Source: an optimization exercise on an open RTL-to-GDS flow (aim: small area). Production flows keep margins and buffers that such runs may drop.
RTL that was checked went through simulation tests only; none was proved equivalent to the original.
The flow treats the clock pin as an ideal source, which a real chip does not have.
Power is estimated from default activity; no workload was simulated.

==> inputs of try-indigo <==
// uart_fifo_tx
module uart_fifo_tx
  #(
    parameter FIFO_DEPTH=16,
    parameter UART_CDIV=434
    )
   (
    input wire 	     clk,
    input wire 	     n_rst,
    input wire [7:0] data,
    input wire 	     n_wr,
    output wire      n_full,
    output wire      uart_tx
    );
==> module uart_fifo_tx, before the edit <==
module uart_fifo_tx
  #(
    parameter FIFO_DEPTH=16,
    parameter UART_CDIV=434
    )
   (
    input wire 	     clk,
    input wire 	     n_rst,
    input wire [7:0] data,
    input wire 	     n_wr,
    output wire      n_full,
    output wire      uart_tx
    );
   localparam N = FIFO_DEPTH;
   reg [8*N-1:0]     s;         
   reg [N-1:0] 	     v;         
   reg [7:0] 	     h;         
   reg 		     hv;        
   reg 		     held;      
   reg 		     sending;
   reg 		     tx_out;
   reg [8:0] 	     cnt;
   reg [3:0] 	     idx;
   wire 	     transit = held & ~hv;
   assign n_full = ~(&v) | transit;
   assign uart_tx = tx_out;
   wire 	     wr = ~n_wr & n_full;
   wire 	     take = ~held & (|v);
   wire [N:0] 	     rdy;
   assign rdy[N] = ~hv;
   genvar 	     i;
   generate
      for (i = 0; i < N; i = i + 1) begin : g_rdy
	 assign rdy[i] = ~v[i] | rdy[i+1];
      end
   endgenerate
   wire [8*N-1:0]    s_in = {s[8*N-9:0], data};
   wire [N-1:0]      v_in = {v[N-2:0], wr};
   integer 	     k;
   always @(posedge clk) begin
      for (k = 0; k < N; k = k + 1)
	if (rdy[k]) s[8*k +: 8] <= s_in[8*k +: 8];
      if (rdy[N]) h <= s[8*N-8 +: 8];
   end
   wire 	     bit_end = (cnt == UART_CDIV - 1);
   wire 	     release_h = sending & bit_end & (idx == 4'd7);
   always @(posedge clk, negedge n_rst) begin
      if (~n_rst) begin
	 v <= 0;
	 hv <= 1'b0;
	 held <= 1'b0;
	 sending <= 1'b0;
	 tx_out <= 1'b1;
      end
      else begin
	 for (k = 0; k < N; k = k + 1)
	   if (rdy[k]) v[k] <= v_in[k];
	 if (~hv) hv <= v[N-1];
	 else if (release_h) hv <= 1'b0;
	 if (take) held <= 1'b1;
	 else if (release_h) held <= 1'b0;
	 if (~sending) begin
	    if (take) begin
	       sending <= 1'b1;
	       tx_out <= 1'b0;
	    end
	 end
	 else if (bit_end) begin
	    case (idx)
	      4'd8: tx_out <= 1'b1;
	      4'd9: begin
		 if (held | take) tx_out <= 1'b0;
		 else sending <= 1'b0;
	      end
	      default: tx_out <= h[idx[2:0]];
	    endcase
	 end
      end
   end
   always @(posedge clk) begin
      if (~sending | bit_end) cnt <= 0;
      else cnt <= cnt + 1'b1;
      if (~sending | (bit_end & (idx == 4'd9))) idx <= 0;
      else if (bit_end) idx <= idx + 1'b1;
   end
endmodule
clock: 10.0 ns
lec_check: 0
cap_margin: 20
core_margin: 2
core_utilization: 40
slew_margin: 20
run.sh (not shown) runs the stock make flow with config.mk's settings and CLKGATE_MAP_FILE= SYNTH_SCRIPT=/design/flow/synth_recipe.tcl, a recipe that flattens the netlist after the stock synthesis.
==> try-umber (differences from try-indigo) <==
--- a/flow/design.v
+++ b/flow/design.v
@@ -45,5 +45,6 @@
       if (rdy[N]) h <= s[8*N-8 +: 8];
    end
-   wire 	     bit_end = (cnt == UART_CDIV - 1);
+   localparam [8:0] CNT_LAST = 9'd182;
+   wire 	     bit_end = (cnt == CNT_LAST);
    wire 	     release_h = sending & bit_end & (idx == 4'd7);
    always @(posedge clk, negedge n_rst) begin
@@ -82,5 +83,5 @@
    always @(posedge clk) begin
       if (~sending | bit_end) cnt <= 0;
-      else cnt <= cnt + 1'b1;
+      else cnt <= {cnt[7:0], ~(cnt[8] ^ cnt[4])};
       if (~sending | (bit_end & (idx == 4'd9))) idx <= 0;
       else if (bit_end) idx <= idx + 1'b1;
==> flow/flow/run.sh (new file) <==
#!/bin/bash
# The standard layout (standard.sh) with two changes:
# - clock tree synthesis without dummy load cells;
# - port buffers of the smallest buffer cell.
set -euo pipefail
export CTS_ARGS="-sink_clustering_enable -repair_clock_nets -dont_use_dummy_load -buf_list sky130_fd_sc_hd__clkbuf_8"
export BUFFER_PORTS_ARGS="-buffer_cell sky130_fd_sc_hd__buf_1"
bash standard.sh finish > standard.log 2>&1
==> flow/standard.sh (new file) <==
#!/bin/bash
# synth_recipe.tcl (not shown) runs the flow's synth.tcl, then flattens the netlist and writes it again
# the make line also repeats each setting of config.mk as NAME=value (left out here)
make -C /OpenROAD-flow-scripts/flow DESIGN_CONFIG=/design/flow/config.mk WORK_HOME=/design/flow/orfs CLKGATE_MAP_FILE= SYNTH_SCRIPT=/design/flow/synth_recipe.tcl "${@:-finish}"
- CTS_BUF_LIST: unset -> sky130_fd_sc_hd__clkbuf_8
removed: flow/run.sh
==> try-xenon (differences from try-indigo) <==
--- a/flow/design.v
+++ b/flow/design.v
@@ -45,6 +45,11 @@
       if (rdy[N]) h <= s[8*N-8 +: 8];
    end
-   wire 	     bit_end = (cnt == UART_CDIV - 1);
-   wire 	     release_h = sending & bit_end & (idx == 4'd7);
+   localparam [8:0] CNT_LAST = 9'd19;
+   wire 	     bit_end = sending & (cnt[8:4] == CNT_LAST[8:4])
+		       & (cnt[2:0] == CNT_LAST[2:0]);
+   wire 	     idx_7 = ~idx[3] & (&idx[2:0]);
+   wire 	     idx_8 = idx[3] & ~idx[0];
+   wire 	     idx_9 = idx[3] & idx[0];
+   wire 	     release_h = bit_end & idx_7;
    always @(posedge clk, negedge n_rst) begin
       if (~n_rst) begin
@@ -54,8 +59,10 @@
 	 sending <= 1'b0;
 	 tx_out <= 1'b1;
+	 idx <= 0;
       end
       else begin
 	 for (k = 0; k < N; k = k + 1)
 	   if (rdy[k]) v[k] <= v_in[k];
+	 if (bit_end) idx <= idx_9 ? 4'd0 : idx + 1'b1;
 	 if (~hv) hv <= v[N-1];
 	 else if (release_h) hv <= 1'b0;
@@ -69,12 +76,8 @@
 	 end
 	 else if (bit_end) begin
-	    case (idx)
-	      4'd8: tx_out <= 1'b1;
-	      4'd9: begin
-		 if (held | take) tx_out <= 1'b0;
-		 else sending <= 1'b0;
-	      end
-	      default: tx_out <= h[idx[2:0]];
-	    endcase
+	    if (~idx[3]) tx_out <= h[idx[2:0]];
+	    else if (idx_8) tx_out <= 1'b1;
+	    else if (held | take) tx_out <= 1'b0;
+	    else sending <= 1'b0;
 	 end
       end
@@ -82,7 +85,5 @@
    always @(posedge clk) begin
       if (~sending | bit_end) cnt <= 0;
-      else cnt <= cnt + 1'b1;
-      if (~sending | (bit_end & (idx == 4'd9))) idx <= 0;
-      else if (bit_end) idx <= idx + 1'b1;
+      else cnt <= {cnt[7:0], ~(cnt[8] ^ cnt[1])};
    end
 endmodule
==> flow/flow/run.sh (new file) <==
#!/bin/bash
# The standard layout (standard.sh) with these changes:
# - clock tree synthesis without dummy load cells, with clkbuf_4 leaf buffers
#   under a clkbuf_16 root; leaf buffers with a large fanout become clkbuf_8
#   (flow/post_cts.tcl);
# - port buffers of the smallest buffer cell.
set -euo pipefail
here=$(pwd)
export CTS_ARGS="-sink_clustering_enable -repair_clock_nets -dont_use_dummy_load -root_buf sky130_fd_sc_hd__clkbuf_16 -buf_list sky130_fd_sc_hd__clkbuf_4"
export POST_CTS_TCL="$here/flow/post_cts.tcl"
export CLK_UPSIZE_FANOUT=13
export BUFFER_PORTS_ARGS="-buffer_cell sky130_fd_sc_hd__buf_1"
bash standard.sh finish > standard.log 2>&1
==> flow/flow/post_cts.tcl (new file) <==
# After clock tree synthesis: a clkbuf_4 that drives many clock pins becomes a
# clkbuf_8, so every flip-flop clock pin keeps a fast edge.
set n_up 0
foreach inst [[ord::get_db_block] getInsts] {
  if { [[$inst getMaster] getName] ne "sky130_fd_sc_hd__clkbuf_4" } { continue }
  set net [[$inst findITerm X] getNet]
  if { $net eq "NULL" } { continue }
  set fanout [expr { [llength [$net getITerms]] - 1 }]
  if { $fanout >= $::env(CLK_UPSIZE_FANOUT) } {
    replace_cell [$inst getName] sky130_fd_sc_hd__clkbuf_8
    incr n_up
  }
}
puts "post_cts: upsized $n_up clock buffers"
if { $n_up > 0 } {
  detailed_placement
  check_placement -verbose
}
==> flow/standard.sh (new file) <==
#!/bin/bash
# synth_recipe.tcl (not shown) runs the flow's synth.tcl, then flattens the netlist and writes it again
# the make line also repeats each setting of config.mk as NAME=value (left out here)
make -C /OpenROAD-flow-scripts/flow DESIGN_CONFIG=/design/flow/config.mk WORK_HOME=/design/flow/orfs CLKGATE_MAP_FILE= SYNTH_SCRIPT=/design/flow/synth_recipe.tcl "${@:-finish}"
- CTS_BUF_LIST: unset -> sky130_fd_sc_hd__clkbuf_8
removed: flow/run.sh
==> summary.txt <==
	try-xenon	try-umber	try-indigo
Outcome	no timing/DRC/antenna violations	no timing/DRC/antenna violations	no timing/DRC/antenna violations
Number of buffers created by CTS	-	17	17
Horizontal die dimension	121.3 um	122.0 um	123.0 um
Crit path time final	3682 ps	3649 ps	4097 ps
Maximum vdd drop	0.1519 mV	0.1151 mV	0.1233 mV
Post-synthesis sequential area ratio	88.47%	86.99%	85.59%
Critical Path Max Stage Delay	430 ps	420 ps	500 ps
Proportion of layout cells with a drive suffix above 1	8.081%	9.355%	12.09%
Floorplan core area	13350 um2	13720 um2	13830 um2
Power in sequential cells	790 uW	771 uW	788 uW
Total placed cells including tap cells	456	473	487
Psw	219.2 uW	211.2 uW	317.9 uW
Pin count of the biggest net entering global routing	25	21	21
Final Core Density	44.33%	44.09%	47.44%
Post-Syn Area per Cell	20.22 um2	19.48 um2	18.94 um2
Invs w/o clock	8	10	12
No functional check of the RTL was part of try-umber.

-- re-timing with driven ports --
The results above use ideal ports. As a check the final layouts listed here were re-extracted and re-timed, cells and wires unchanged. Step 1, drivers: a clkbuf_16 drives clk and a buf_2 each remaining input, both assumed. Step 2 times the ports against the registers' clock, not the clock port: input delays grow and output delays shrink by t, the midpoint of the rising clock arrivals with the driver on. Slacks: ideal / step 1 / step 2; pairs: ideal / step 1.
| run | t (ns) | setup WS [ns] | clock arrival spread, ns | worst data-port slew with drivers (ns) |
|---|---|---|---|---|
| try-indigo | 0.450 | 5.903 / 5.867 / 6.317 | 0.013 / 0.013 | 0.03 |
| try-umber | 0.460 | 6.351 / 6.318 / 6.778 | 0.024 / 0.024 | 0.03 |
| try-xenon | 0.383 | 6.318 / 6.282 / 6.665 | 0.035 / 0.034 | 0.03 |
After both steps setup and hold are still met in every run listed.
